What follows belongs to an exercise in optimizing a design on an open flow for small area; a production flow would make more cautious choices. The RTL was checked by simulation tests, not by an equivalence proof against the original design. Power figures rest on the tool's default switching activity, not on a simulated workload.

==> flow/design.v <==
module INTEL_8254(
    input clk,
    input rst,
    input CS,
    output [3:0] WIDTH,   
    output WSTB,          
    output reg OUT0,
    input wire GATE0
    );
    reg GATE0S;           
    reg flag;             
    reg [3:0] elem;       
    reg [3:0] counter;    
    wire toggle = GATE0 ^ GATE0S;
    always @(posedge clk, negedge rst)
        if (~rst) begin
            GATE0S <= 1;
            flag <= 0;
            elem <= 0;
            OUT0 <= 0;
        end
        else if (CS) begin
            GATE0S <= GATE0;
            if (toggle) begin
                flag <= 1;
                OUT0 <= flag && (elem != 4'd0);  
                elem <= (elem == 4'd9) ? 4'd0 : elem + 4'd1;
            end
            else
                OUT0 <= 0;
        end
        else
            OUT0 <= 0;  
    always @(posedge clk)
        if (CS)
            counter <= toggle ? 4'd1 : counter + 4'd1;
    assign WIDTH = counter;
    assign WSTB = CS && toggle;
endmodule
module INTEL_8237(
input clk,
input rst,
output [8:0] Address,
output [3:0] NextLow,   
output reg EOP,
output reg Wrapped,
output MEMW,
input  DREQ,
input  CS
);
reg [8:0] address;
wire [8:0] address_inc;
wire carry;
inc9 ainc (.a(address), .e(MEMW), .y(address_inc), .co(carry));  
assign MEMW = DREQ && CS;   
assign NextLow = address_inc[3:0];
always @ (posedge clk or negedge rst)  
    begin
      if(!rst)
        begin
          address <= 0;
          EOP <= 0;
          Wrapped <= 0;
        end
      else
        begin
          address <= address_inc;  
          if (MEMW)
            EOP <= (address == 98) ? 1:0;  
          if (carry) Wrapped <= 1;
        end
    end
assign Address = address;  
endmodule
module RAM(
input clk,
input rst,
input MEMW,             
input [8:0] waddr,
input stage,            
input [3:0] slot,       
input [3:0] wdata,
input [8:0] raddr,
output [3:0] rdata      
);
reg [8:0] phase;        
reg [8:0] head;         
wire [2047:0] ring;
wire [63:0] pr;         
wire [8:0] nphase = ~phase;
wire [8:0] d;                                  
add9 dadd (.a(head), .b(nphase), .y(d));
wire [4:0] m = waddr[4:0] - head[4:0];         
wire drain = (m != 5'd0) && (d[3:0] == 4'd0);  
wire [3:0] hdata = pr[7:4] ^ {4{phase[0]}};   
wire [31:0] insel, inseln;                     
dec32 idec (.en(drain), .a(d[8:4]), .y(insel), .yn(inseln));
wire [8:0] phase_inc, head_inc;
inc9c pinc (.a(phase), .y(phase_inc));
inc9 hinc (.a(head), .e(drain), .y(head_inc), .co());
always @(posedge clk or negedge rst)
  if (!rst) begin
    phase <= 0;
    head <= 0;
  end else begin
    phase <= phase_inc;
    head <= head_inc;
  end
wire [3:0] wpos;
add4 wadd (.a(slot), .b(nphase[3:0]), .y(wpos));
wire [3:0] wdin = wdata ^ {4{phase[0]}};       
wire [15:0] pbwe, pbwen;
dec16 wdec (.en(stage), .a(wpos), .y(pbwe), .yn(pbwen));
genvar g, b;
generate
  for (g = 0; g < 16; g = g + 1) begin : prw
    for (b = 0; b < 4; b = b + 1) begin : pb
      wire nx;
      ins_muxn u (.s(pbwe[g]), .sn(pbwen[g]), .h(wdin[b]), .r(pr[4*((g+1)%16)+b]), .y(nx));
      reg w;
      always @(posedge clk)
        w <= nx;
      assign pr[4*g+b] = w;
    end
  end
  for (g = 0; g < 512; g = g + 1) begin : rw
    if (g % 16 == 0) begin : ins
      for (b = 0; b < 4; b = b + 1) begin : ib
        wire nx;
        ins_muxn u (.s(insel[g/16]), .sn(inseln[g/16]), .h(hdata[b] ^ ((g/16) % 2 == 1)),
                    .r(ring[4*((g+1)%512)+b]), .y(nx));
        reg w;
        always @(posedge clk)
          w <= nx;
        assign ring[4*g+b] = w;
      end
    end else begin : sh
      reg [3:0] w;
      always @(posedge clk)
        w <= ring[4*((g+1)%512) +: 4];
      assign ring[4*g +: 4] = w;
    end
  end
endgenerate
wire [8:0] q;
add9 qadd (.a(raddr), .b(nphase), .y(q));
wire [3:0] qoff = q[3:0] - d[3:0];
wire pend = (q[8:4] == d[8:4]) && (q[3:0] >= d[3:0]) && ({1'b0, qoff} < m);
wire [7:0] lsel, mseln, hseln;
dec8 ldec (.a(q[2:0]), .y(lsel));
dec8m mdec (.a(q[5:3]), .yn(mseln));
dec8n hdec (.en(~pend), .a(q[8:6]), .yn(hseln));
wire [1:0] pseln = ~({1'b0, pend} << q[3]);
wire rflip = pend ? phase[0] : q[4];
genvar k, j;
generate
  for (b = 0; b < 4; b = b + 1) begin : rb
    wire [7:0] grp;
    for (j = 0; j < 8; j = j + 1) begin : gj
      wire [7:0] blk;
      for (k = 0; k < 8; k = k + 1) begin : bk
        wire [7:0] dd;
        for (g = 0; g < 8; g = g + 1) begin : bd
          assign dd[g] = ring[4*((64*j+8*k+g+1)%512)+b];
        end
        rd_blk u (.d(dd), .s(lsel), .gn(mseln[k]), .y(blk[k]));
      end
      rd_grp u (.y(blk), .gn(hseln[j]), .g(grp[j]));
    end
    wire [1:0] pblk;
    for (k = 0; k < 2; k = k + 1) begin : pk
      wire [7:0] dd;
      for (g = 0; g < 8; g = g + 1) begin : pd
        assign dd[g] = pr[4*((8*k+g+1)%16)+b];
      end
      rd_blk u (.d(dd), .s(lsel), .gn(pseln[k]), .y(pblk[k]));
    end
    assign rdata[b] = (|{grp, pblk}) ^ rflip;
  end
endgenerate
endmodule
module ins_muxn(input s, input sn, input h, input r, output y);
assign y = ~((s | r) & (sn | h));
endmodule
module rd_blk(
input [7:0] d,
input [7:0] s,
input gn,
output y
);
wire n0, n1;
ao222n g0 (.a(d[2:0]), .s(s[2:0]), .y(n0));
ao222n g1 (.a(d[5:3]), .s(s[5:3]), .y(n1));
rd_tail g2 (.n0(n0), .n1(n1), .a(d[7:6]), .s(s[7:6]), .gn(gn), .y(y));
endmodule
module ao222n(input [2:0] a, input [2:0] s, output y);
assign y = ~((a[0] & s[0]) | (a[1] & s[1]) | (a[2] & s[2]));
endmodule
module rd_tail(input n0, input n1, input [1:0] a, input [1:0] s, input gn, output y);
assign y = ~((n0 & n1 & ~((a[0] & s[0]) | (a[1] & s[1]))) | gn);
endmodule
module rd_grp(input [7:0] y, input gn, output g);
assign g = ~((~|y[3:0] & ~|y[7:4]) | gn);
endmodule
module add9(input [8:0] a, input [8:0] b, output [8:0] y);
wire [8:0] c;
ha1 h0 (.a(a[0]), .b(b[0]), .s(y[0]), .co(c[0]));
genvar i;
generate
  for (i = 1; i < 9; i = i + 1) begin : f
    fa1 u (.a(a[i]), .b(b[i]), .ci(c[i-1]), .s(y[i]), .co(c[i]));
  end
endgenerate
endmodule
module add4(input [3:0] a, input [3:0] b, output [3:0] y);
wire [3:0] c;
ha1 h0 (.a(a[0]), .b(b[0]), .s(y[0]), .co(c[0]));
genvar i;
generate
  for (i = 1; i < 4; i = i + 1) begin : f
    fa1 u (.a(a[i]), .b(b[i]), .ci(c[i-1]), .s(y[i]), .co(c[i]));
  end
endgenerate
endmodule
module inc9c(input [8:0] a, output [8:0] y);
wire [9:0] c;
assign y[0] = ~a[0];
assign c[1] = a[0];
genvar i;
generate
  for (i = 1; i < 9; i = i + 1) begin : h
    ha1 u (.a(a[i]), .b(c[i]), .s(y[i]), .co(c[i+1]));
  end
endgenerate
endmodule
module inc9(input [8:0] a, input e, output [8:0] y, output co);
wire [9:0] c;
assign c[0] = e;
genvar i;
generate
  for (i = 0; i < 9; i = i + 1) begin : h
    ha1 u (.a(a[i]), .b(c[i]), .s(y[i]), .co(c[i+1]));
  end
endgenerate
assign co = c[9];
endmodule
module fa1(input a, input b, input ci, output s, output co);
assign {co, s} = a + b + ci;
endmodule
module ha1(input a, input b, output s, output co);
assign {co, s} = a + b;
endmodule
module dec8(input [2:0] a, output [7:0] y);
assign y = 8'd1 << a;
endmodule
module dec8m(input [2:0] a, output [7:0] yn);
assign yn = ~(8'd1 << a);
endmodule
module dec8n(input en, input [2:0] a, output [7:0] yn);
assign yn = ~({7'd0, en} << a);
endmodule
module dec16(input en, input [3:0] a, output [15:0] y, output [15:0] yn);
wire [3:0] lo_n = ~({3'd0, en} << a[1:0]);
wire [3:0] hi_n = ~(4'd1 << a[3:2]);
genvar i;
generate
  for (i = 0; i < 16; i = i + 1) begin : g
    nor2m u (.a(lo_n[i%4]), .b(hi_n[i/4]), .y(y[i]));
    invm v (.a(y[i]), .y(yn[i]));
  end
endgenerate
endmodule
module dec32(input en, input [4:0] a, output [31:0] y, output [31:0] yn);
wire [3:0] lo_n = ~({3'd0, en} << a[1:0]);
wire [7:0] hi_n = ~(8'd1 << a[4:2]);
genvar i;
generate
  for (i = 0; i < 32; i = i + 1) begin : g
    nor2m u (.a(lo_n[i%4]), .b(hi_n[i/4]), .y(y[i]));
    invm v (.a(y[i]), .y(yn[i]));
  end
endgenerate
endmodule
module nor2m(input a, input b, output y);
assign y = ~(a | b);
endmodule
module invm(input a, output y);
assign y = ~a;
endmodule
module barcode39(
input clk,
input rst_n,
input scan_en,
input scan_bit,
input mem_rd,
input [8:0] rd_addr,
output [7:0] rd_data,
output eop
);
wire wDREQ, wMEMW, wWrapped, wWSTB;
wire [3:0] wWIDTH, wNextLow;
wire [8:0] dma_address;
wire [3:0] mem_data;
INTEL_8254 Timer(
.clk(clk),
.rst(rst_n),
.CS(scan_en),
.WIDTH(wWIDTH),
.WSTB(wWSTB),
.OUT0(wDREQ),
.GATE0(scan_bit));
INTEL_8237 DMA_Unit(
.clk(clk),
.rst(rst_n),
.Address(dma_address),
.NextLow(wNextLow),
.EOP(eop),
.Wrapped(wWrapped),
.MEMW(wMEMW),
.DREQ(wDREQ),
.CS(!mem_rd));
RAM Buffer(
.clk(clk),
.rst(rst_n),
.MEMW(wMEMW),
.waddr(dma_address),
.stage(wWSTB),
.slot(wNextLow),
.wdata(wWIDTH),
.raddr(rd_addr),
.rdata(mem_data));
wire below;
lt9 cmp (.a(rd_addr), .b(dma_address), .y(below));
wire written = mem_rd && (wWrapped || below);
assign rd_data = {4'b0000, written ? mem_data : 4'b0000};
endmodule
module lt9(input [8:0] a, input [8:0] b, output y);
reg r;
integer i;
always @* begin
  r = 1'b0;
  for (i = 0; i < 9; i = i + 1)
    r = (~a[i] & b[i]) | (~(a[i] & ~b[i]) & r);
end
assign y = r;
endmodule
==> flow/flow/run.sh <==
#!/bin/bash
# Own layout flow: the standard flow (standard.sh: the standard synthesis
# and ORFS steps, unchanged), with two settings passed to the ORFS scripts:
#  - the port buffers are the smallest buffer, sky130_fd_sc_hd__buf_1;
#  - clock tree synthesis inserts no dummy loads, clusters up to 18
#    flip-flops within 60 um per clkbuf_8 leaf buffer, and builds the tree
#    above the leaves from clkbuf_4.
# The whole output of the make run is kept in standard.log in this folder;
# ORFS keeps each step's own log under orfs/logs/.
set -euo pipefail
export BUFFER_PORTS_ARGS="-buffer_cell sky130_fd_sc_hd__buf_1"
export CTS_ARGS="-sink_clustering_enable -repair_clock_nets -sink_clustering_size 18 -sink_clustering_max_diameter 60 -buf_list sky130_fd_sc_hd__clkbuf_4 -sink_clustering_buffer sky130_fd_sc_hd__clkbuf_8 -dont_use_dummy_load"
bash standard.sh > standard.log 2>&1
==> flow/standard.sh <==
#!/bin/bash
# synth_recipe.tcl (not shown) runs the flow's synth.tcl, then flattens the netlist and writes it again
# the make line also repeats each setting of config.mk as NAME=value (left out here)
make -C /OpenROAD-flow-scripts/flow DESIGN_CONFIG=/design/flow/config.mk WORK_HOME=/design/flow/orfs CLKGATE_MAP_FILE= SYNTH_SCRIPT=/design/flow/synth_recipe.tcl "${@:-finish}"
==> flow/config.mk <==
export PLATFORM = sky130hd
export DESIGN_NAME = barcode39
export DESIGN_NICKNAME = barcode39
export VERILOG_FILES = /design/flow/design.v
export SDC_FILE = /design/flow/constraint.sdc
export NUM_CORES = 8
export LEC_CHECK = 0
export CAP_MARGIN = 30
export CORE_MARGIN = 2
export CORE_UTILIZATION = 75
export CTS_BUF_LIST = sky130_fd_sc_hd__clkbuf_16
export CTS_CLUSTER_DIAMETER = 130
export CTS_CLUSTER_SIZE = 31
export PLACE_DENSITY = 0.85
export SLEW_MARGIN = 30
export SYNTH_HIERARCHICAL = 1
==> flow/constraint.sdc <==
create_clock -name core_clock -period 20.0 [get_ports {clk}]
set_input_delay 4.0000 -clock core_clock [delete_from_list [all_inputs] [get_ports {clk}]]
set_output_delay 4.0000 -clock core_clock [all_outputs]
set_load 0.01 [all_outputs]
==> flow_metrics.env, run 1 <==
export IMPL_worstMarginPinSlew_ns=1.04
export IMPL_portBuffers=18
export IMPL_synth_edff_count=4
export IMPL_initial_core_util_pct=75.9
export IMPL_worstPathRequired_ns=16.00
export IMPL_cp_cell_sequence="buf_1, ha_1, fa_1, fa_1, fa_1, fa_1, fa_1, fa_1, fa_1, fa_1, xnor2_1, nand4_1, a2111oi_4, inv_1, or4b_1, a21oi_1, nor4_1, nand3_1, xnor2_1, o211a_1, buf_1"
export IMPL_layout_drive_gt1_share_pct=6.04
export IMPL_multi_input_area_mm2=0.0132
export IMPL_setup_slack_ns=5.12
export IMPL_grt_max_degree=154
export IMPL_crit_end="rd_data[1]"
export IMPL_fin_crit_sh_pct=74.4
export IMPL_final_area_mm2=0.0605
export IMPL_post_synth_cell_area_avg_um2=14.7
export IMPL_p_per_area_mw_per_mm2=118
export IMPL_dp_cells=4902
export IMPL_yosys_warnings=10
export IMPL_cp_slowest_cell="fa_1"
export IMPL_clkTransAtPathRegs_ns=0.10
export IMPL_fill_cells=3895
export IMPL_firstDrtPassIters=15
export IMPL_path_class="in2out"
export IMPL_num_vias=36807
export IMPL_dieArea_mm2=0.0777
export IMPL_tritoncts="yes"
export IMPL_maxSlewHeadroom_pct=30.0
export IMPL_worstSetupEndpointType="primary output"
export IMPL_post_drt_via_cell_ratio=7.29
export IMPL_area_growth_synth_to_final_pct=6.79
export IMPL_first_iter_violations=6148
export IMPL_clk_latency_ns=1.09
export IMPL_hold_path_class="reg2reg"
export IMPL_place_hpwl_um=84500
export IMPL_core_mm2=0.0746
export IMPL_cp_start_kind="input pin"
export IMPL_grt_pass1_vias=37461
export IMPL_regToRegStartpoint="Buffer.phase[0]"
export IMPL_fin_tns_setup_ns=0
export IMPL_r2r_slack_ns=13.36
export IMPL_pin_count=23
export IMPL_ant_nets=0
export IMPL_worstRegToRegCells=15
export IMPL_path_delay_family="adder cells"
export IMPL_synth_area_mm2=0.0566
export IMPL_synthFlopType="dfxtp_1"
export IMPL_maxCapViolations=0
export IMPL_rsz0062_at_grt="false"
export IMPL_total_leakage_power_nw=23.0
export IMPL_avgRoutedWirePerCell_um=28.6
export IMPL_fin_nets=4149
export IMPL_grt_pass1_wl_um=221000
export IMPL_clock_skew_ns=0.0870
export IMPL_rows=100
export IMPL_timing_hold_ws_ns=0.299
export IMPL_critical_path_depth=21
export IMPL_hold_depth=0
export IMPL_crit_fanout=9
export IMPL_min_from="Buffer.rw[152].sh.w[2]"
export IMPL_fmax_mhz=67.2
export IMPL_final_cells=5046
export IMPL_async_flop_share_pct=1.67
export IMPL_cts_hold_buf=0
export IMPL_vdd_drop_max_uv=86.5
export IMPL_cts_repair_resized=0
export IMPL_synth_seq_cells=2152
export IMPL_crit_path_start="rd_addr[0]"
export IMPL_wirelength_um=144000
export IMPL_cpMostUsedCell="fa_1"
export IMPL_hold_viol=0
export IMPL_period_minus_slack_ns=14.88
export IMPL_seqCellArea_mm2=0.0433
export IMPL_grtUsageTotal_pct=36.9
export IMPL_arrival_ns=10.88
export IMPL_die_w_um=279
export IMPL_cp_buffers_inverters=3
export IMPL_ys_types=57
export IMPL_cts_made_buffers=138
export IMPL_pre_cts_ws_ns=5.36
export IMPL_synth_seq_area_share_pct=76.5
export IMPL_antenna_found_initial=4
export IMPL_r2r_end="Buffer.rw[48].ins.ib[1].w"
export IMPL_grt_ovfl_total=0
export IMPL_drcViolationCount=0
export IMPL_placed_area_mm2=0.0587
export IMPL_syn_inst=3853
export IMPL_h_tree_depth=4
export IMPL_cts_buffer_depth=3
export IMPL_cts_root_buf="clkbuf_4"
export IMPL_finalSetupViolCount=0
export IMPL_cpPeakStageDelay_ns=0.78
export IMPL_outcome="finished clean"
export IMPL_die_h_um=279
export IMPL_slew_viol_final=0
export IMPL_postCtsSetupBuffers=0
export IMPL_clock_sinks=2152
export IMPL_place_congestion=0.869
## cells by family (layout without fill, tap and decap cells)
logic type / Yosys count / count (layout) / share of synthesized area (%)
DFF: 2152 / 2152 / 76.5
buffers and inverters: 89 / 304 / 0.619
muxes: 3 / 3 / 0.0641
other: 1 / 10 / 0.00662
and+or+nand+nor: 204 / 204 / 2.11
adders and majority gates: 64 / 64 / 1.69
AOI/OAI and AO/OA: 1311 / 1311 / 18.6
xor gates and xnor gates: 29 / 29 / 0.448
## layout by cell type (no fill, tap or decap), drive strengths merged, types with 6 or more instances in the layout
cell type,count
ha,41
nand3,10
nand2,9
nand2b,7
o22ai,193
a22oi,265
or3b,8
diode,6
fa,21
dfrtp,35
nor4,73
inv,84
nor2,56
a222oi,528
nand3b,10
xnor2,15
clkbuf,138
buf,82
a21oi,39
xor2,14
a31oi,264
dfxtp,2112
## cell type report
class	count	area share, %
tap	969	2.00
inverter	84	0.521
antenna	6	0.0248
timing repair buffer	82	1.07
sequential	2152	71.6
multi-input combinational	1615	21.8
clock buffer	138	2.96
## sequential cells by signal (all words and copies together), names as in the netlist, 4 cells and up
| name | cells |
|---|---|
| Timer.elem | 4 |
| Timer.counter | 4 |
| Buffer.prw.pb.w | 64 |
| Buffer.head | 9 |
| Buffer.phase | 9 |
| Buffer.rw.ins.ib.w | 128 |
| DMA_Unit.address | 9 |
| Buffer.rw.sh.w | 1920 |
## worst min-delay path by stage
stage	end	slack [ns]
4_1_cts	Buffer.rw[1].sh.w[1]	0.29
3_3_place_gp	Buffer.rw[354].sh.w[2]	0.33
6_report	Buffer.rw[151].sh.w[2]	0.30
3_5_place_dp	Buffer.rw[107].sh.w[1]	0.34
5_1_grt	Buffer.rw[1].sh.w[1]	0.30
2_1_floorplan	Buffer.rw[104].sh.w[0]	0.33
## synthesized netlist by cell type, types with 2 or more instances
| cell type | count | area, µm² |
|---|---|---|
| xnor2_1 | 15 | 131 |
| dfrtp_1 | 35 | 876 |
| a21oi_2 | 2 | 17.5 |
| a21o_2 | 2 | 17.5 |
| o41ai_1 | 2 | 17.5 |
| nor2b_1 | 3 | 18.8 |
| xor2_1 | 14 | 123 |
| buf_4 | 4 | 30.0 |
| or2_2 | 2 | 12.5 |
| a21o_1 | 2 | 15.0 |
| nand4_1 | 3 | 18.8 |
| or3b_1 | 8 | 70.1 |
| ha_1 | 41 | 513 |
| fa_1 | 21 | 420 |
| o211a_1 | 4 | 40.0 |
| nand3b_1 | 10 | 75.1 |
| a31oi_1 | 264 | 1650 |
| a22oi_1 | 265 | 1990 |
| dfxtp_1 | 2112 | 42300 |
| o21ai_1 | 2 | 10.0 |
| maj3_2 | 2 | 22.5 |
| nor4_1 | 73 | 457 |
| o21ai_0 | 2 | 10.0 |
| inv_1 | 84 | 315 |
| and3b_2 | 3 | 30.0 |
| nand2_1 | 9 | 33.8 |
| mux2_2 | 2 | 22.5 |
| nand2b_1 | 7 | 43.8 |
| a222oi_1 | 528 | 5290 |
| nor2_1 | 56 | 210 |
| nand4b_1 | 4 | 35.0 |
| nor3b_1 | 4 | 30.0 |
| or3_1 | 2 | 12.5 |
| edfxtp_1 | 4 | 120 |
| o22ai_1 | 193 | 1210 |
| a21oi_1 | 37 | 185 |
| nand3_1 | 10 | 50.1 |
| nand4bb_1 | 3 | 33.8 |
## routing by layer
layer | vias up | track usage (%) | part of all wire (%)
met5 | - | 0 | 0.0076
met4 | 2 | 18.6 | 5.0
met3 | 448 | 9.42 | 11
met2 | 2297 | 56.8 | 45
met1 | 18081 | 49.0 | 38
li1 | 15979 | - | -
## report_power, final
| part | switching (mW) | internal, mW |
|---|---|---|
| Combinational | 0.558 | 0.301 |
| Clock | 1.21 | 0.580 |
| Sequential | 0.0814 | 4.40 |
| Total | 1.85 | 5.28 |
## per-module statistics from Yosys, one instance, submodules excluded, excerpt
module	flops+latches	cells	copies in the design	cell area, µm²
INTEL_8254	11	39	1	484
RAM	2130	2231	1	43500
ao222n	0	1	528	10.0
dec32	0	12	1	88.8
dec8	0	8	1	65.1
fa1	0	1	19	20.0
ha1	0	1	29	12.5
inc9c	0	1	1	3.75
ins_muxn	0	1	192	6.26
invm	0	1	48	3.75
rd_grp	0	3	32	17.5
## metrics by stage
step / power (mW) / utilization [%]
2_1_floorplan: 5.06 / -
3_3_place_gp: 5.37 / 78.6
3_5_place_dp: 5.40 / 78.7
4_1_cts: 7.09 / 81.1
5_1_grt: 7.32 / 81.1
6_report: 7.13 / 81.1
==> run 2: changes to the inputs <==
--- a/flow/flow/run.sh
+++ b/flow/flow/run.sh
@@ -11,3 +11,3 @@
 export BUFFER_PORTS_ARGS="-buffer_cell sky130_fd_sc_hd__buf_1"
-export CTS_ARGS="-sink_clustering_enable -repair_clock_nets -sink_clustering_size 18 -sink_clustering_max_diameter 60 -buf_list sky130_fd_sc_hd__clkbuf_4 -sink_clustering_buffer sky130_fd_sc_hd__clkbuf_8 -dont_use_dummy_load"
+export CTS_ARGS="-sink_clustering_enable -repair_clock_nets -sink_clustering_size 20 -sink_clustering_max_diameter 60 -buf_list sky130_fd_sc_hd__clkbuf_4 -sink_clustering_buffer sky130_fd_sc_hd__clkbuf_8 -dont_use_dummy_load"
 bash standard.sh > standard.log 2>&1
==> run 2 against run 1 <==
Net effect:
- still clean
- synthesized cell count unchanged
- first-iteration DRC count down 1.1%
- register-to-register slack better by 0.19 ns
- sequential share of layout area up 0.26 points
- hold slack about the same
- clock power down 6%
- critical path depth unchanged
- die area unchanged
- largest cell class unchanged
==> flow_metrics.env, run 2 <==
export IMPL_outcome="finished clean"
export IMPL_timing_hold_ws_ns=0.299
export IMPL_pin_count=23
export IMPL_worstMarginPinSlew_ns=1.01
export IMPL_cts_repair_resized=0
export IMPL_pre_cts_ws_ns=5.36
export IMPL_tritoncts="yes"
export IMPL_clkTransAtPathRegs_ns=0.12
export IMPL_place_hpwl_um=84500
export IMPL_ys_types=57
export IMPL_grtUsageTotal_pct=36.6
export IMPL_hold_viol=0
export IMPL_core_mm2=0.0746
export IMPL_final_common_cell="dfxtp_1"
export IMPL_multi_input_area_mm2=0.0132
export IMPL_grt_max_degree=154
export IMPL_fin_nets=4130
export IMPL_p_int_mw=5.21
export IMPL_layout_common_cells="dfxtp_1, a222oi_1, a22oi_1"
export IMPL_post_synth_cell_area_avg_um2=14.7
export IMPL_post_drt_via_cell_ratio=7.30
export IMPL_die_h_um=279
export IMPL_die_w_um=279
export IMPL_rsz0062_at_grt="false"
export IMPL_fmax_mhz=66.9
export IMPL_antenna_found_initial=2
export IMPL_cts_made_buffers=119
export IMPL_pwr_share_clk_pct=24.0
export IMPL_largest_reg_flops=1920
export IMPL_worstSetupEndpointType="primary output"
export IMPL_clock_skew_ns=0.115
export IMPL_portBuffers=18
export IMPL_min_from="Buffer.rw[102].sh.w[0]"
export IMPL_initial_core_util_pct=75.9
export IMPL_cp_slowest_cell="fa_1"
export IMPL_area_growth_synth_to_final_pct=6.41
export IMPL_total_leakage_power_nw=22.8
export IMPL_cts_hold_buf=0
export IMPL_hold_path_class="reg2reg"
export IMPL_path_class="in2out"
export IMPL_worstPathRequired_ns=16.00
export IMPL_cpMostUsedCell="fa_1"
export IMPL_seqCellArea_mm2=0.0433
export IMPL_arrival_ns=10.94
export IMPL_post_synth_top_area_cell="dfxtp_1"
export IMPL_synth_seq_area_share_pct=76.5
export IMPL_cp_cell_sequence="buf_1, ha_1, fa_1, fa_1, fa_1, fa_1, fa_1, fa_1, fa_1, fa_1, xnor2_1, nand4_1, a2111oi_4, inv_1, or4b_1, a21oi_1, nor4_1, nand3_1, xnor2_1, o211a_1, buf_1"
export IMPL_crit_fanout=9
export IMPL_crit_path_start="rd_addr[0]"
export IMPL_rows=100
export IMPL_maxSlewHeadroom_pct=32.2
export IMPL_synth_area_mm2=0.0566
export IMPL_setup_slack_ns=5.06
export IMPL_cts_buffer_depth=3
export IMPL_drcViolationCount=0
export IMPL_ys_top_cells_by_area="dfxtp_1, a222oi_1, a22oi_1"
export IMPL_synth_most_common_cell="dfxtp_1"
export IMPL_dieArea_mm2=0.0777
export IMPL_clk_latency_ns=1.07
export IMPL_maxCapViolations=0
export IMPL_reg_top3="Buffer.rw.sh.w (1920), Buffer.rw.ins.ib.w (128), Buffer.prw.pb.w (64)"
export IMPL_finalSetupViolCount=0
export IMPL_layout_drive_gt1_share_pct=5.63
export IMPL_comb_power_share_pct=12.2
export IMPL_async_flop_share_pct=1.67
export IMPL_avgRoutedWirePerCell_um=28.6
export IMPL_netSwitchingFraction_pct=25.9
export IMPL_vdd_drop_max_uv=95.5
export IMPL_regToRegStartpoint="Buffer.phase[0]"
export IMPL_p_total_mw=7.03
export IMPL_slew_viol_final=0
export IMPL_cts_root_buf="clkbuf_4"
export IMPL_fin_crit_sh_pct=74.7
export IMPL_wirelength_um=144000
export IMPL_fin_tns_setup_ns=0
export IMPL_clock_sinks=2152
export IMPL_period_minus_slack_ns=14.94
export IMPL_cp_start_kind="input pin"
export IMPL_h_tree_depth=3
export IMPL_ant_nets=0
export IMPL_cpPeakStageDelay_ns=0.77
export IMPL_syn_inst=3853
export IMPL_p_sw_mw=1.82
export IMPL_first_iter_violations=6080
export IMPL_synthFlopType="dfxtp_1"
export IMPL_synth_top_cells_by_count="dfxtp_1, a222oi_1, a22oi_1, a31oi_1, o22ai_1"
export IMPL_p_per_area_mw_per_mm2=117
export IMPL_grt_ovfl_total=0
export IMPL_postCtsSetupBuffers=0
export IMPL_p_seq_share_pct=63.7
export IMPL_grt_pass1_vias=37168
export IMPL_place_congestion=0.869
export IMPL_regMostFlops="Buffer.rw.sh.w"
export IMPL_synth_edff_count=4
export IMPL_synth_seq_cells=2152
export IMPL_yosys_warnings=10
export IMPL_grt_pass1_wl_um=219000
export IMPL_num_vias=36674
export IMPL_fill_cells=3954
export IMPL_yosysTopAreaCellShare_pct=74.7
export IMPL_firstDrtPassIters=11
## run 2: cell types whose count changed in the layout (fill, tap and decap cells not counted)
cell      before  now
clkbuf_8     121  110
nor4_2         9   10
diode_2        6    2
clkbuf_4      17    9
nor4_1        64   63
## run 2: layout make-up
| type | count | area share, % |
|---|---|---|
| Antenna cell | 2 | 0.00830 |
| Tap cell | 969 | 2.01 |
| Clock buffer | 119 | 2.62 |
| Multi-Input combinational cell | 1615 | 21.9 |
| Inverter | 84 | 0.523 |
| Timing Repair Buffer | 82 | 1.08 |
| Sequential cell | 2152 | 71.9 |
## run 2: stage by stage
step           utilization (%)  instances  area [µm²]
2_1_floorplan                -       3856       56700
3_5_place_dp              78.7       4902       58700
3_3_place_gp              78.6       4902       58600
5_1_grt                   80.8       5022       60300
4_1_cts                   80.8       5021       60300
6_report                  80.8       5023       60300
## run 2: logic make-up (layout without fill, tap and decap cells)
group | Yosys count | after routing | synth area share (%)
muxes | 3 | 3 | 0.0641
DFF | 2152 | 2152 | 76.5
buffers and inverters | 89 | 285 | 0.619
adders and majority gates | 64 | 64 | 1.69
other | 1 | 6 | 0.00662
xor gates and xnor gates | 29 | 29 | 0.448
and+or+nand+nor | 204 | 204 | 2.11
AOI/OAI and AO/OA | 1311 | 1311 | 18.6
## run 2: routing by layer
metal / track usage, % / vias up / share of wire [%]
met5: 0 / - / 0.0042
met4: 18.8 / 2 / 5.4
met3: 7.88 / 454 / 11
li1: - / 15922 / -
met2: 56.6 / 2269 / 45
met1: 49.1 / 18027 / 38
## run 2: power by group through the flow
| stage | clock [mW] | sequential [mW] | combinational, mW |
|---|---|---|---|
| after floorplan | 0 | 4.55 | 0.516 |
| after global placement | 0 | 4.57 | 0.801 |
| after detailed placement | 0 | 4.57 | 0.821 |
| after CTS | 1.69 | 4.48 | 0.827 |
| after global routing | 1.84 | 4.49 | 0.892 |
| final | 1.69 | 4.48 | 0.861 |
## run 2: final timing paths
check                                             end  slack, ns  cells after the start
max                                        rd_data[1]       5.06                     21
min                            Buffer.rw[101].sh.w[0]       0.30                      0
max reg2reg                Buffer.rw[448].ins.ib[0].w      13.55                     15
min reg2reg                    Buffer.rw[101].sh.w[0]       0.30                      0
max in group asynchronous             Buffer.phase[0]      16.35                      1
min in group asynchronous             Buffer.phase[8]       3.07                      1
## run 2: per-module statistics from Yosys (local to each module, per instance), a selection
module / times used / cells inside / flip-flops and latches / area [µm²]
ao222n: 528 / 1 / 0 / 10.0
nor2m: 48 / 1 / 0 / 3.75
RAM: 1 / 2231 / 2130 / 43500
rd_grp: 32 / 3 / 0 / 17.5
dec32: 1 / 12 / 0 / 88.8
lt9: 1 / 21 / 0 / 149
fa1: 19 / 1 / 0 / 20.0
dec8n: 1 / 8 / 0 / 76.3
inc9c: 1 / 1 / 0 / 3.75
dec16: 1 / 8 / 0 / 51.3
invm: 48 / 1 / 0 / 3.75
ins_muxn: 192 / 1 / 0 / 6.26
INTEL_8254: 1 / 39 / 11 / 484
barcode39: 1 / 10 / 0 / 77.6
## run 2: critical path: cells and delay by family
family,cells,cell delay [ns]
fa+ha+maj,9,3.86
simple gates,4,1.24
compound gates,3,0.69
xor+xnor,2,0.59
buf+inv,3,0.54
==> run 3: changes to the inputs <==
--- a/flow/flow/run.sh
+++ b/flow/flow/run.sh
@@ -11,3 +11,3 @@
 export BUFFER_PORTS_ARGS="-buffer_cell sky130_fd_sc_hd__buf_1"
-export CTS_ARGS="-sink_clustering_enable -repair_clock_nets -sink_clustering_size 20 -sink_clustering_max_diameter 60 -buf_list sky130_fd_sc_hd__clkbuf_4 -sink_clustering_buffer sky130_fd_sc_hd__clkbuf_8 -dont_use_dummy_load"
+export CTS_ARGS="-sink_clustering_enable -repair_clock_nets -sink_clustering_size 19 -sink_clustering_max_diameter 55 -buf_list sky130_fd_sc_hd__clkbuf_2 -sink_clustering_buffer sky130_fd_sc_hd__clkbuf_8 -dont_use_dummy_load"
 bash standard.sh > standard.log 2>&1
==> run 3 against run 2 <==
Net effect:
- still clean on timing, DRC and antenna
- sequential power hardly changed
- sequential share of layout area is 0.14 points lower
- design area is 0.19% higher
- combinational power is 0.6% lower
- via count is 0.43% higher
- non-clock buffer count stayed put
- cell count is 0.36% higher
- setup slack better by 0.070 ns
- register-to-register slack hardly changed
- critical path type unchanged
- highest routed layer unchanged
==> flow_metrics.env, run 3 <==
export IMPL_ant_nets=0
export IMPL_synthAdderAreaFrac_pct=1.69
export IMPL_synthXorXnorAreaFrac_pct=0.448
export IMPL_pin_count=23
export IMPL_core_mm2=0.0746
export IMPL_layout_drive_gt1_share_pct=5.95
export IMPL_synth_most_common_cell="dfxtp_1"
export IMPL_cts_root_buf="clkbuf_2"
export IMPL_yosys_area_share_simple_pct=2.11
export IMPL_ys_types=57
export IMPL_place_hpwl_um=84500
export IMPL_firstDrtPassIters=14
export IMPL_drcViolationCount=0
export IMPL_post_synth_top_area_cell="dfxtp_1"
export IMPL_post_synth_cell_area_avg_um2=14.7
export IMPL_die_h_um=279
export IMPL_synth_area_mm2=0.0566
export IMPL_finalSetupViolCount=0
export IMPL_post_drt_via_cell_ratio=7.31
export IMPL_worstSetupEndpointType="primary output"
export IMPL_rsz0062_at_grt="false"
export IMPL_num_vias=36832
export IMPL_synth_top_family_by_area="compound AO/OA/AOI/OAI gates"
export IMPL_dieArea_mm2=0.0777
export IMPL_grt_pass1_vias=37311
export IMPL_grt_max_degree=154
export IMPL_async_flop_share_pct=1.67
export IMPL_grt_pass1_wl_um=220000
export IMPL_antenna_found_initial=3
export IMPL_fin_nets=4145
export IMPL_yosys_warnings=10
export IMPL_wirelength_um=144000
export IMPL_synth_edff_count=4
export IMPL_clock_sinks=2152
export IMPL_clock_skew_ns=0.159
export IMPL_fill_cells=3944
export IMPL_avgRoutedWirePerCell_um=28.5
export IMPL_vdd_drop_max_uv=96.9
export IMPL_fin_util_pct=81.0
export IMPL_worstPathRequired_ns=16.00
export IMPL_cts_buffer_depth=3
export IMPL_cp_cell_sequence="buf_1, ha_1, fa_1, fa_1, fa_1, fa_1, fa_1, fa_1, fa_1, fa_1, xnor2_1, nand4_1, a2111oi_4, inv_1, or4b_1, a21oi_1, nor4_1, nand3_1, xnor2_1, o211a_1, buf_1"
export IMPL_layout_common_cells="dfxtp_1, a222oi_1, a22oi_1"
export IMPL_multi_input_area_mm2=0.0132
export IMPL_syn_inst=3853
export IMPL_largest_reg_flops=1920
export IMPL_worstMarginPinSlew_ns=1.13
export IMPL_slew_viol_final=0
export IMPL_rows=100
export IMPL_fin_crit_sh_pct=74.4
export IMPL_h_tree_depth=4
export IMPL_period_minus_slack_ns=14.87
export IMPL_arrival_ns=10.87
export IMPL_cp_start_kind="input pin"
export IMPL_reg_top3="Buffer.rw.sh.w (1920), Buffer.rw.ins.ib.w (128), Buffer.prw.pb.w (64)"
export IMPL_synthFlopType="dfxtp_1"
export IMPL_ys_top_cells_by_area="dfxtp_1, a222oi_1, a22oi_1"
export IMPL_place_congestion=0.869
export IMPL_total_leakage_power_nw=22.9
export IMPL_clkTransAtPathRegs_ns=0.11
export IMPL_cts_repair_resized=0
export IMPL_seqCellArea_mm2=0.0433
export IMPL_maxSlewHeadroom_pct=24.0
export IMPL_cpMostUsedCell="fa_1"
export IMPL_grtUsageTotal_pct=36.8
export IMPL_cts_made_buffers=134
export IMPL_die_w_um=279
export IMPL_yosysTopAreaCellShare_pct=74.7
export IMPL_regMostFlops="Buffer.rw.sh.w"
export IMPL_dp_cells=4902
export IMPL_synthMuxAreaShare_pct=0.0641
export IMPL_crit_fanout=9
export IMPL_clk_latency_ns=1.50
export IMPL_final_cells=5041
export IMPL_p_per_area_mw_per_mm2=117
export IMPL_initial_core_util_pct=75.9
export IMPL_hold_path_class="reg2reg"
export IMPL_final_common_cell="dfxtp_1"
export IMPL_outcome="finished clean"
export IMPL_portBuffers=18
export IMPL_grt_ovfl_total=0
export IMPL_synth_seq_area_share_pct=76.5
export IMPL_hold_viol=0
export IMPL_area_growth_synth_to_final_pct=6.61
export IMPL_fin_tns_setup_ns=0
export IMPL_fmax_mhz=67.2
export IMPL_first_iter_violations=6207
export IMPL_tritoncts="yes"
export IMPL_maxCapViolations=0
export IMPL_synth_top_cells_by_count="dfxtp_1, a222oi_1, a22oi_1, a31oi_1, o22ai_1"
export IMPL_cts_hold_buf=0
export IMPL_postCtsSetupBuffers=0
export IMPL_p_total_mw=7.09
export IMPL_synth_compound_area_share_pct=18.6
export IMPL_synth_seq_cells=2152
export IMPL_cpPeakStageDelay_ns=0.77
export IMPL_cp_slowest_cell="fa_1"
export IMPL_path_class="in2out"
[run 3: modules after synthesis, one instance, submodules excluded, excerpt]
module / area, µm² / flip-flops and latches / copies in the design / cells
ao222n: 10.0 / 0 / 528 / 1
ha1: 12.5 / 0 / 29 / 1
nor2m: 3.75 / 0 / 48 / 1
invm: 3.75 / 0 / 48 / 1
rd_tail: 13.8 / 0 / 264 / 2
INTEL_8254: 484 / 11 / 1 / 39
inc9c: 3.75 / 0 / 1 / 1
[run 3: final timing paths]
kind                                   startpoint                         end  slack (ns)  cells past startpoint
hold reg to reg            Buffer.rw[111].sh.w[0]      Buffer.rw[110].sh.w[0]        0.24                      0
min in group asynchronous                   rst_n                  Timer.flag        2.65                      1
hold / removal             Buffer.rw[111].sh.w[0]      Buffer.rw[110].sh.w[0]        0.24                      0
setup / recovery                       rd_addr[0]                  rd_data[1]        5.13                     21
max in group asynchronous                   rst_n             Buffer.phase[0]       16.74                      1
setup reg to reg                  Buffer.phase[0]  Buffer.rw[368].ins.ib[0].w       13.56                     15
[run 3: per-layer routing]
layer / global-route usage, % / up-vias / wire length, µm
met1: 49.5 / 18034 / 55100
met2: 56.5 / 2401 / 64200
met3: 8.49 / 447 / 16700
met5: 0 / - / 9
li1: - / 15948 / -
met4: 18.9 / 2 / 7820
[run 3: final cells by class]
cell class	instances	area share, %
well taps	969	2.01
diodes	5	0.0207
inverters	84	0.522
flip-flops and latches	2152	71.7
clock buffers	134	2.81
repair buffers	82	1.08
multi-input cells	1615	21.8
[run 3: critical path, delay by kind of cell]
kind | cells | cell delay (ns)
adders and majority gates | 9 | 3.85
and+or+nand+nor | 4 | 1.20
AOI/OAI and AO/OA | 3 | 0.69
xor gates and xnor gates | 2 | 0.57
buffers and inverters | 3 | 0.55
[run 3: cell families (layout without fill, tap and decap cells)]
| group | after synthesis | in the layout |
|---|---|---|
| flops | 2152 | 2152 |
| fa+ha+maj | 64 | 64 |
| buf+inv | 89 | 300 |
| simple gates | 204 | 204 |
| other cells | 1 | 9 |
| compound gates | 1311 | 1311 |
| mux | 3 | 3 |
| xor+xnor | 29 | 29 |
[run 3: per-stage QoR]
| stage | hold WS, ns | worst slack (ns) | instance area [µm²] |
|---|---|---|---|
| 6_report | 0.236 | 5.13 | 60400 |
| 5_1_grt | 0.234 | 5.05 | 60400 |
| 4_1_cts | 0.224 | 5.36 | 60400 |
| 3_5_place_dp | 0.335 | 5.36 | 58700 |
| 3_3_place_gp | 0.332 | 5.50 | 58600 |
| 2_1_floorplan | 0.330 | 2.16 | 56700 |
[run 3: report_power, final]
group / switching (mW) / total (mW) / leakage [nW] / internal, mW
registers: 0.0816 / 4.48 / 17.7 / 4.40
clock network: 1.21 / 1.75 / 0.912 / 0.540
logic: 0.555 / 0.856 / 4.33 / 0.301
total: 1.85 / 7.09 / 22.9 / 5.24
==> run 4: changes to the inputs <==
--- a/flow/design.v
+++ b/flow/design.v
@@ -148,5 +148,6 @@
 wire pend = (q[8:4] == d[8:4]) && (q[3:0] >= d[3:0]) && ({1'b0, qoff} < m);
-wire [7:0] lsel, mseln, hseln;
-dec8 ldec (.a(q[2:0]), .y(lsel));
-dec8m mdec (.a(q[5:3]), .yn(mseln));
+wire [63:0] lsel;
+wire [7:0] psel, hseln;
+dec64 ldec (.a(q[5:0]), .y(lsel));
+dec8 pdec (.a(q[2:0]), .y(psel));
 dec8n hdec (.en(~pend), .a(q[8:6]), .yn(hseln));
@@ -159,11 +160,7 @@
     for (j = 0; j < 8; j = j + 1) begin : gj
-      wire [7:0] blk;
-      for (k = 0; k < 8; k = k + 1) begin : bk
-        wire [7:0] dd;
-        for (g = 0; g < 8; g = g + 1) begin : bd
-          assign dd[g] = ring[4*((64*j+8*k+g+1)%512)+b];
-        end
-        rd_blk u (.d(dd), .s(lsel), .gn(mseln[k]), .y(blk[k]));
+      wire [63:0] dd;
+      for (g = 0; g < 64; g = g + 1) begin : gd
+        assign dd[g] = ring[4*((64*j+g+1)%512)+b];
       end
-      rd_grp u (.y(blk), .gn(hseln[j]), .g(grp[j]));
+      rd_grp64 u (.d(dd), .s(lsel), .gn(hseln[j]), .g(grp[j]));
     end
@@ -175,3 +172,3 @@
       end
-      rd_blk u (.d(dd), .s(lsel), .gn(pseln[k]), .y(pblk[k]));
+      rd_blk u (.d(dd), .s(psel), .gn(pseln[k]), .y(pblk[k]));
     end
@@ -201,4 +198,31 @@
 endmodule
-module rd_grp(input [7:0] y, input gn, output g);
-assign g = ~((~|y[3:0] & ~|y[7:4]) | gn);
+module rd_grp64(
+input [63:0] d,
+input [63:0] s,
+input gn,
+output g
+);
+wire [21:0] n;    
+wire [5:0] p;     
+genvar i;
+generate
+  for (i = 0; i < 21; i = i + 1) begin : t
+    ao222n u (.a(d[3*i +: 3]), .s(s[3*i +: 3]), .y(n[i]));
+  end
+  for (i = 0; i < 5; i = i + 1) begin : o
+    nand4m u (.a(n[4*i +: 4]), .y(p[i]));
+  end
+endgenerate
+nand2m l (.a(d[63]), .b(s[63]), .y(n[21]));
+nand2m o5 (.a(n[20]), .b(n[21]), .y(p[5]));
+grp_tail gt (.p(p), .gn(gn), .g(g));
+endmodule
+module grp_tail(input [5:0] p, input gn, output g);
+assign g = ~((~|p[3:0] & ~|p[5:4]) | gn);
+endmodule
+module nand4m(input [3:0] a, output y);
+assign y = ~&a;
+endmodule
+module nand2m(input a, input b, output y);
+assign y = ~(a & b);
 endmodule
@@ -258,2 +282,13 @@
 endmodule
+module dec64(input [5:0] a, output [63:0] y);
+wire [7:0] lo_n, hi_n;
+dec8m lo (.a(a[2:0]), .yn(lo_n));
+dec8m hi (.a(a[5:3]), .yn(hi_n));
+genvar i;
+generate
+  for (i = 0; i < 64; i = i + 1) begin : g
+    nor2m u (.a(lo_n[i%8]), .b(hi_n[i/8]), .y(y[i]));
+  end
+endgenerate
+endmodule
 module dec8n(input en, input [2:0] a, output [7:0] yn);
--- a/flow/flow/run.sh
+++ b/flow/flow/run.sh
@@ -11,3 +11,3 @@
 export BUFFER_PORTS_ARGS="-buffer_cell sky130_fd_sc_hd__buf_1"
-export CTS_ARGS="-sink_clustering_enable -repair_clock_nets -sink_clustering_size 19 -sink_clustering_max_diameter 55 -buf_list sky130_fd_sc_hd__clkbuf_2 -sink_clustering_buffer sky130_fd_sc_hd__clkbuf_8 -dont_use_dummy_load"
+export CTS_ARGS="-sink_clustering_enable -repair_clock_nets -sink_clustering_size 18 -sink_clustering_max_diameter 60 -buf_list sky130_fd_sc_hd__clkbuf_4 -sink_clustering_buffer sky130_fd_sc_hd__clkbuf_8 -dont_use_dummy_load"
 bash standard.sh > standard.log 2>&1
==> run 4 against run 3 <==
Net effect:
- routed wire length rose by 8.8%
- clock-buffer cell count rose by 4
- critical path depth is 2 lower
- sequential cell count unchanged
- hold slack improved by 0.0043 ns
- sequential share of layout area is 0.38 points higher
- core utilization decreased by 0.16 points
- sequential power barely moved
- design area is 0.53% lower
- largest cell class unchanged
==> flow_metrics.env, run 4 <==
export IMPL_final_common_cell="dfxtp_1"
export IMPL_grt_pass1_wl_um=230000
export IMPL_grt_ovfl_total=0
export IMPL_cts_repair_resized=0
export IMPL_regMostFlops="Buffer.rw.sh.w"
export IMPL_hold_path_class="reg2reg"
export IMPL_synthFlopType="dfxtp_1"
export IMPL_synth_area_mm2=0.0562
export IMPL_fin_nets=4100
export IMPL_cp_start_kind="input pin"
export IMPL_post_synth_cell_area_avg_um2=14.8
export IMPL_grtUsageTotal_pct=40.0
export IMPL_num_vias=36791
export IMPL_final_area_mm2=0.0601
export IMPL_largest_reg_flops=1920
export IMPL_antenna_found_initial=16
export IMPL_fin_util_pct=80.8
export IMPL_cts_hold_buf=0
export IMPL_fmax_mhz=66.4
export IMPL_hold_depth=0
export IMPL_core_mm2=0.0743
export IMPL_cts_made_buffers=138
export IMPL_dp_cells=4853
export IMPL_grt_pass1_vias=35639
export IMPL_post_synth_top_area_cell="dfxtp_1"
export IMPL_crit_fanout=32
export IMPL_drcViolationCount=0
export IMPL_maxSlewHeadroom_pct=25.9
export IMPL_vdd_drop_max_uv=107
export IMPL_final_cells=4999
export IMPL_tritoncts="yes"
export IMPL_die_h_um=278
export IMPL_ys_types=57
export IMPL_place_hpwl_um=106000
export IMPL_setup_slack_ns=4.94
export IMPL_worstMarginPinSlew_ns=1.10
export IMPL_rows=100
export IMPL_synth_seq_cells=2152
export IMPL_path_class="in2out"
export IMPL_cts_root_buf="clkbuf_4"
export IMPL_layout_drive_gt1_share_pct=7.48
export IMPL_wirelength_um=157000
export IMPL_cts_buffer_depth=3
export IMPL_dieArea_mm2=0.0771
export IMPL_initial_core_util_pct=75.6
export IMPL_first_iter_violations=7293
export IMPL_period_minus_slack_ns=15.06
export IMPL_r2r_slack_ns=13.20
export IMPL_grt_max_degree=37
export IMPL_h_tree_depth=4
export IMPL_clkTransAtPathRegs_ns=0.11
export IMPL_async_flop_share_pct=1.67
export IMPL_area_growth_synth_to_final_pct=6.91
export IMPL_pin_count=23
export IMPL_slew_viol_final=0
export IMPL_maxCapViolations=0
export IMPL_ant_nets=0
export IMPL_total_leakage_power_nw=23.5
export IMPL_arrival_ns=11.06
export IMPL_reg_top3="Buffer.rw.sh.w (1920), Buffer.rw.ins.ib.w (128), Buffer.prw.pb.w (64)"
export IMPL_firstDrtPassIters=14
export IMPL_ys_top_cells_by_area="dfxtp_1, a222oi_1, o22ai_1"
export IMPL_placed_area_mm2=0.0582
export IMPL_fin_crit_sh_pct=75.3
export IMPL_worstPathRequired_ns=16.00
export IMPL_postCtsSetupBuffers=0
export IMPL_clk_latency_ns=1.12
export IMPL_pre_cts_ws_ns=5.29
export IMPL_synth_top_cells_by_count="dfxtp_1, a222oi_1, o22ai_1, nand4_1, nor2_1"
export IMPL_yosysTopAreaCellShare_pct=75.3
export IMPL_clock_skew_ns=0.117
export IMPL_yosys_warnings=10
export IMPL_portBuffers=18
export IMPL_rsz0062_at_grt="false"
export IMPL_synth_most_common_cell="dfxtp_1"
export IMPL_fin_tns_setup_ns=0
export IMPL_syn_inst=3797
export IMPL_clock_sinks=2152
export IMPL_avgRoutedWirePerCell_um=31.3
export IMPL_die_w_um=278
export IMPL_synth_edff_count=4
export IMPL_layout_common_cells="dfxtp_1, a222oi_1, o22ai_1"
export IMPL_hold_viol=0
export IMPL_worstRegToRegCells=14
export IMPL_p_per_area_mw_per_mm2=116
export IMPL_place_congestion=0.991
export IMPL_synth_seq_area_share_pct=77.1
export IMPL_worstSetupEndpointType="primary output"
export IMPL_outcome="finished clean"
export IMPL_post_drt_via_cell_ratio=7.36
export IMPL_finalSetupViolCount=0
run 4: power breakdown:
group	total (mW)	switching, mW	internal (mW)
registers	4.48	0.0850	4.40
clock network	1.79	1.21	0.580
logic	0.703	0.467	0.236
total	6.98	1.77	5.21
run 4: kinds of logic after synthesis:
group	after synthesis	synth area share (%)
AO/OA/AOI/OAI	959	15.3
XOR/XNOR	29	0.452
adder cells (fa/ha/maj)	64	1.70
buffers and inverters	89	0.624
flip-flops	2152	77.1
multiplexers	3	0.0646
other	1	0.00668
AND/OR/NAND/NOR	500	4.73
run 4: final timing paths:
kind / start / end
min: Buffer.rw[489].sh.w[0] / Buffer.rw[488].sh.w[0]
max in group asynchronous: rst_n / Buffer.head[2]
min in group asynchronous: rst_n / DMA_Unit.address[7]
min reg2reg: Buffer.rw[489].sh.w[0] / Buffer.rw[488].sh.w[0]
max reg2reg: Buffer.phase[0] / Buffer.rw[432].ins.ib[2].w
max: rd_addr[0] / rd_data[1]
run 4: critical path, stage by stage:
cell,delay (ns)
buf_1,0.13
ha_1,0.23
fa_1,0.39
fa_1,0.41
fa_1,0.40
fa_1,0.40
fa_1,1.01
or3b_1,0.50
nor2_2,0.07
buf_4,0.27
a222oi_1,0.44
nand4_1,0.39
nor4_1,1.03
a21oi_1,0.18
nor4_1,0.32
nand3_1,0.20
xnor2_1,0.32
o211a_1,0.19
buf_1,0.15
run 4: area by class of cell:
| cell class | count | area, µm² |
|---|---|---|
| Clock buffer | 138 | 1790 |
| Multi-Input combinational cell | 1559 | 12800 |
| Timing Repair Buffer | 89 | 602 |
| Sequential cell | 2152 | 43300 |
| Fill cell | 3987 | 14300 |
| Tap cell | 969 | 1210 |
| Antenna cell | 8 | 20.0 |
| Inverter | 84 | 315 |
run 4: metal layers:
layer | track usage (%) | vias to the layer above | routed length, µm
li1 | - | 15689 | -
met1 | 53.3 | 18063 | 58200
met2 | 59.7 | 2565 | 68700
met3 | 9.92 | 464 | 19100
met4 | 24.0 | 10 | 10400
met5 | 0 | - | 53
run 4: modules after synthesis (local to each module, per instance), excerpt:
module	flops+latches	area, µm²
RAM	2130	43500
INTEL_8254	11	484
INTEL_8237	11	329
lt9	0	149
dec32	0	88.8
dec8	0	65.1
dec16	0	51.3
fa1	0	20.0
grp_tail	0	15.0
rd_tail	0	13.8
inc9c	0	3.75
run 4: through the flow:
stage | hold WS, ns | total power, mW
2_1_floorplan | 0.330 | 4.94
3_5_place_dp | 0.335 | 5.25
3_3_place_gp | 0.331 | 5.22
4_1_cts | 0.226 | 6.94
6_report | 0.241 | 6.98
5_1_grt | 0.250 | 7.15
==> run 5: changes to the inputs <==
==> flow/flow/run.sh (replaced) <==
#!/bin/bash
# Own layout flow: the standard flow (standard.sh: the standard synthesis
# and ORFS steps, unchanged), with two settings passed to the ORFS scripts:
#  - the port buffers are the smallest buffer, sky130_fd_sc_hd__buf_1;
#  - clock tree synthesis inserts no dummy loads, clusters up to 18
#    flip-flops within 50 um per clkbuf_8 leaf buffer, and builds the tree
#    above the leaves from clkbuf_4.
# The whole output of the make run is kept in standard.log in this folder;
# ORFS keeps each step's own log under orfs/logs/.
set -euo pipefail
export BUFFER_PORTS_ARGS="-buffer_cell sky130_fd_sc_hd__buf_1"
export CTS_ARGS="-sink_clustering_enable -repair_clock_nets -sink_clustering_size 18 -sink_clustering_max_diameter 50 -buf_list sky130_fd_sc_hd__clkbuf_4 -sink_clustering_buffer sky130_fd_sc_hd__clkbuf_8 -dont_use_dummy_load"
bash standard.sh > standard.log 2>&1
==> run 5 against run 4 <==
Net effect:
- still clean on timing, DRC and antenna
- critical endpoint is now rd_data[3]
- power rose by 0.14%
- register-to-register slack barely moved
- sequential share of layout area fell by 0.069 points
- first-iteration DRC count rose by 3.9%
- critical path depth did not move
- largest cell class unchanged
- via count fell by 0.34%
- clock skew fell by 0.016 ns
- largest power group unchanged
==> flow_metrics.env, run 5 <==
export IMPL_largest_reg_flops=1920
export IMPL_portBuffers=18
export IMPL_first_iter_violations=7579
export IMPL_fin_crit_sh_pct=75.0
export IMPL_place_congestion=0.991
export IMPL_placed_area_mm2=0.0582
export IMPL_clock_sinks=2152
export IMPL_wirelength_um=156000
export IMPL_grt_max_degree=37
export IMPL_area_growth_synth_to_final_pct=7.02
export IMPL_maxSlewHeadroom_pct=23.2
export IMPL_r2r_slack_ns=13.20
export IMPL_layout_common_cells="dfxtp_1, a222oi_1, o22ai_1"
export IMPL_yosysTopAreaCellShare_pct=75.3
export IMPL_ant_nets=0
export IMPL_p_per_area_mw_per_mm2=116
export IMPL_ys_top_cells_by_area="dfxtp_1, a222oi_1, o22ai_1"
export IMPL_die_w_um=278
export IMPL_yosys_warnings=10
export IMPL_total_leakage_power_nw=23.6
export IMPL_cts_buffer_depth=3
export IMPL_fin_util_pct=80.9
export IMPL_grt_pass1_vias=35444
export IMPL_postCtsSetupBuffers=0
export IMPL_fmax_mhz=66.7
export IMPL_final_common_cell="dfxtp_1"
export IMPL_fin_nets=4104
export IMPL_slew_viol_final=0
export IMPL_path_class="in2out"
export IMPL_die_h_um=278
export IMPL_p_total_mw=6.99
export IMPL_clkTransAtPathRegs_ns=0.10
export IMPL_place_hpwl_um=106000
export IMPL_worstSetupEndpointType="primary output"
export IMPL_grtUsageTotal_pct=39.8
export IMPL_rsz0062_at_grt="false"
export IMPL_synth_area_mm2=0.0562
export IMPL_synth_top_cells_by_count="dfxtp_1, a222oi_1, o22ai_1, nand4_1, nor2_1"
export IMPL_timing_hold_ws_ns=0.270
export IMPL_cp_cell_sequence="buf_1, ha_1, fa_1, fa_1, fa_1, fa_1, fa_1, or3b_1, nor2_2, buf_4, a222oi_1, nand4_1, nor4_1, a21oi_1, nor4_1, nand3_1, xnor2_1, o211a_1, buf_1"
export IMPL_cpMostUsedCell="fa_1"
export IMPL_initial_core_util_pct=75.6
export IMPL_cts_hold_buf=0
export IMPL_grt_pass1_wl_um=229000
export IMPL_syn_inst=3797
export IMPL_core_mm2=0.0743
export IMPL_ys_types=57
export IMPL_cts_repair_resized=0
export IMPL_arrival_ns=11.00
export IMPL_path_delay_family="adder cells"
export IMPL_cp_slowest_cell="fa_1"
export IMPL_final_area_mm2=0.0601
export IMPL_cts_root_buf="clkbuf_4"
export IMPL_fin_tns_setup_ns=0
export IMPL_worstMarginPinSlew_ns=1.14
export IMPL_tritoncts="yes"
export IMPL_crit_fanout=32
export IMPL_maxCapViolations=0
export IMPL_synthFlopType="dfxtp_1"
export IMPL_dieArea_mm2=0.0771
export IMPL_cp_start_kind="input pin"
export IMPL_reg_top3="Buffer.rw.sh.w (1920), Buffer.rw.ins.ib.w (128), Buffer.prw.pb.w (64)"
export IMPL_post_synth_cell_area_avg_um2=14.8
export IMPL_outcome="finished clean"
export IMPL_pin_count=23
export IMPL_post_drt_via_cell_ratio=7.33
export IMPL_worstPathRequired_ns=16.00
export IMPL_cpPeakStageDelay_ns=0.99
export IMPL_vdd_drop_max_uv=113
export IMPL_rows=100
export IMPL_h_tree_depth=4
export IMPL_clock_skew_ns=0.101
export IMPL_layout_drive_gt1_share_pct=7.58
export IMPL_finalSetupViolCount=0
export IMPL_synth_most_common_cell="dfxtp_1"
export IMPL_period_minus_slack_ns=15.00
export IMPL_synth_seq_area_share_pct=77.1
export IMPL_drcViolationCount=0
export IMPL_firstDrtPassIters=22
export IMPL_num_vias=36665
export IMPL_avgRoutedWirePerCell_um=31.1
export IMPL_hold_viol=0
export IMPL_post_synth_top_area_cell="dfxtp_1"
export IMPL_cts_made_buffers=142
export IMPL_grt_ovfl_total=0
export IMPL_antenna_found_initial=13
export IMPL_synth_edff_count=4
export IMPL_regMostFlops="Buffer.rw.sh.w"
export IMPL_cp_buffers_inverters=3
export IMPL_async_flop_share_pct=1.67
export IMPL_hold_path_class="reg2reg"
export IMPL_clk_latency_ns=1.10
export IMPL_synth_seq_cells=2152
-- run 5: worst paths after layout --
path	startpoint	end	depth (start not counted)
max reg2reg	Buffer.phase[0]	Buffer.rw[432].ins.ib[2].w	14
max in group asynchronous	rst_n	Buffer.head[6]	1
min	Buffer.rw[496].ins.ib[3].w	Buffer.rw[495].sh.w[3]	0
min reg2reg	Buffer.rw[496].ins.ib[3].w	Buffer.rw[495].sh.w[3]	0
min in group asynchronous	rst_n	Timer.elem[1]	1
max	rd_addr[0]	rd_data[3]	19
-- run 5: stage by stage --
step           worst slack, ns  instances
3_5_place_dp              5.29       4853
2_1_floorplan             6.82       3800
3_3_place_gp              5.40       4853
6_report                  5.00       5004
4_1_cts                   5.23       4995
5_1_grt                   5.01       5000
-- run 5: per-module statistics from Yosys (local to each module, per instance), a selection --
module	area, µm²	copies in the design	cells inside	flops+latches
lt9	149	1	21	0
dec32	88.8	1	12	0
barcode39	77.6	1	10	0
dec8n	76.3	1	8	0
dec8	65.1	1	8	0
dec16	51.3	1	8	0
grp_tail	15.0	32	3	0
rd_tail	13.8	8	2	0
ins_muxn	6.26	192	1	0
nand2m	3.75	64	1	0
inc9c	3.75	1	1	0
nor2m	3.75	112	1	0
-- run 5: cells by family after synthesis --
family / synth area share [%]
AO/OA/AOI/OAI: 15.3
XOR/XNOR: 0.452
adder cells (fa/ha/maj): 1.70
buffers and inverters: 0.624
flip-flops: 77.1
multiplexers: 0.0646
other: 0.00668
AND/OR/NAND/NOR: 4.73
-- run 5: layout make-up --
cell class | instances | area, µm²
antenna | 9 | 22.5
multi-input combinational | 1559 | 12800
sequential | 2152 | 43300
clock buffer | 142 | 1850
fill | 3976 | 14200
timing repair buffer | 89 | 602
inverter | 84 | 315
tap | 969 | 1210
-- run 5: power breakdown --
part	internal (mW)	switching [mW]
Clock	0.596	1.21
Combinational	0.236	0.464
Sequential	4.40	0.0827
Total	5.23	1.76
-- run 5: metal layers --
metal | GRT usage [%] | part of all wire (%)
met1 | 53.5 | 37
met2 | 58.5 | 43
met3 | 10.3 | 13
met4 | 23.9 | 7.0
met5 | 0 | 0.019
-- run 5: worst register-to-register path, stage by stage (launching register included) --
cell,delay [ns]
dfrtp_1,0.82
inv_1,0.23
ha_1,0.26
fa_1,0.37
fa_1,0.39
fa_1,0.39
fa_1,0.39
fa_1,0.41
fa_1,0.41
fa_1,0.39
fa_1,0.65
nand3b_1,0.71
nor2_1,0.52
inv_1,0.15
o22ai_1,0.52

==> re-timing with driven ports <==
Ports are ideal in the flow. The routed layouts listed here were re-timed in OpenROAD. Step 1: set_driving_cell puts a clkbuf_16 on clk and a buf_2 on each other input, an assumption about the parent block. Step 2 adds t to the input delays and takes it off the output delays; t is the mean of the earliest and latest rising clock arrival at the registers after step 1. Input paths then give back, and output paths get back, about the clock's delay inside the block. Three values: ideal, step 1, step 2; two values: the first two.
run	shift t [ns]	setup WS [ns]	worst setup path after step 2	worst slew at a driven data input, ns	pins driven straight from the clock port
run 1	1.113	5.120 / 5.099 / 5.099	input to output	0.03	1
run 2	1.071	5.056 / 5.035 / 5.035	input to output	0.03	1
run 3	1.489	5.126 / 5.105 / 5.105	input to output	0.04	1
run 4	1.124	4.943 / 4.923 / 4.923	input to output	0.03	1
run 5	1.111	4.998 / 4.979 / 4.979	input to output	0.03	1
After both steps every run listed still meets setup and hold.
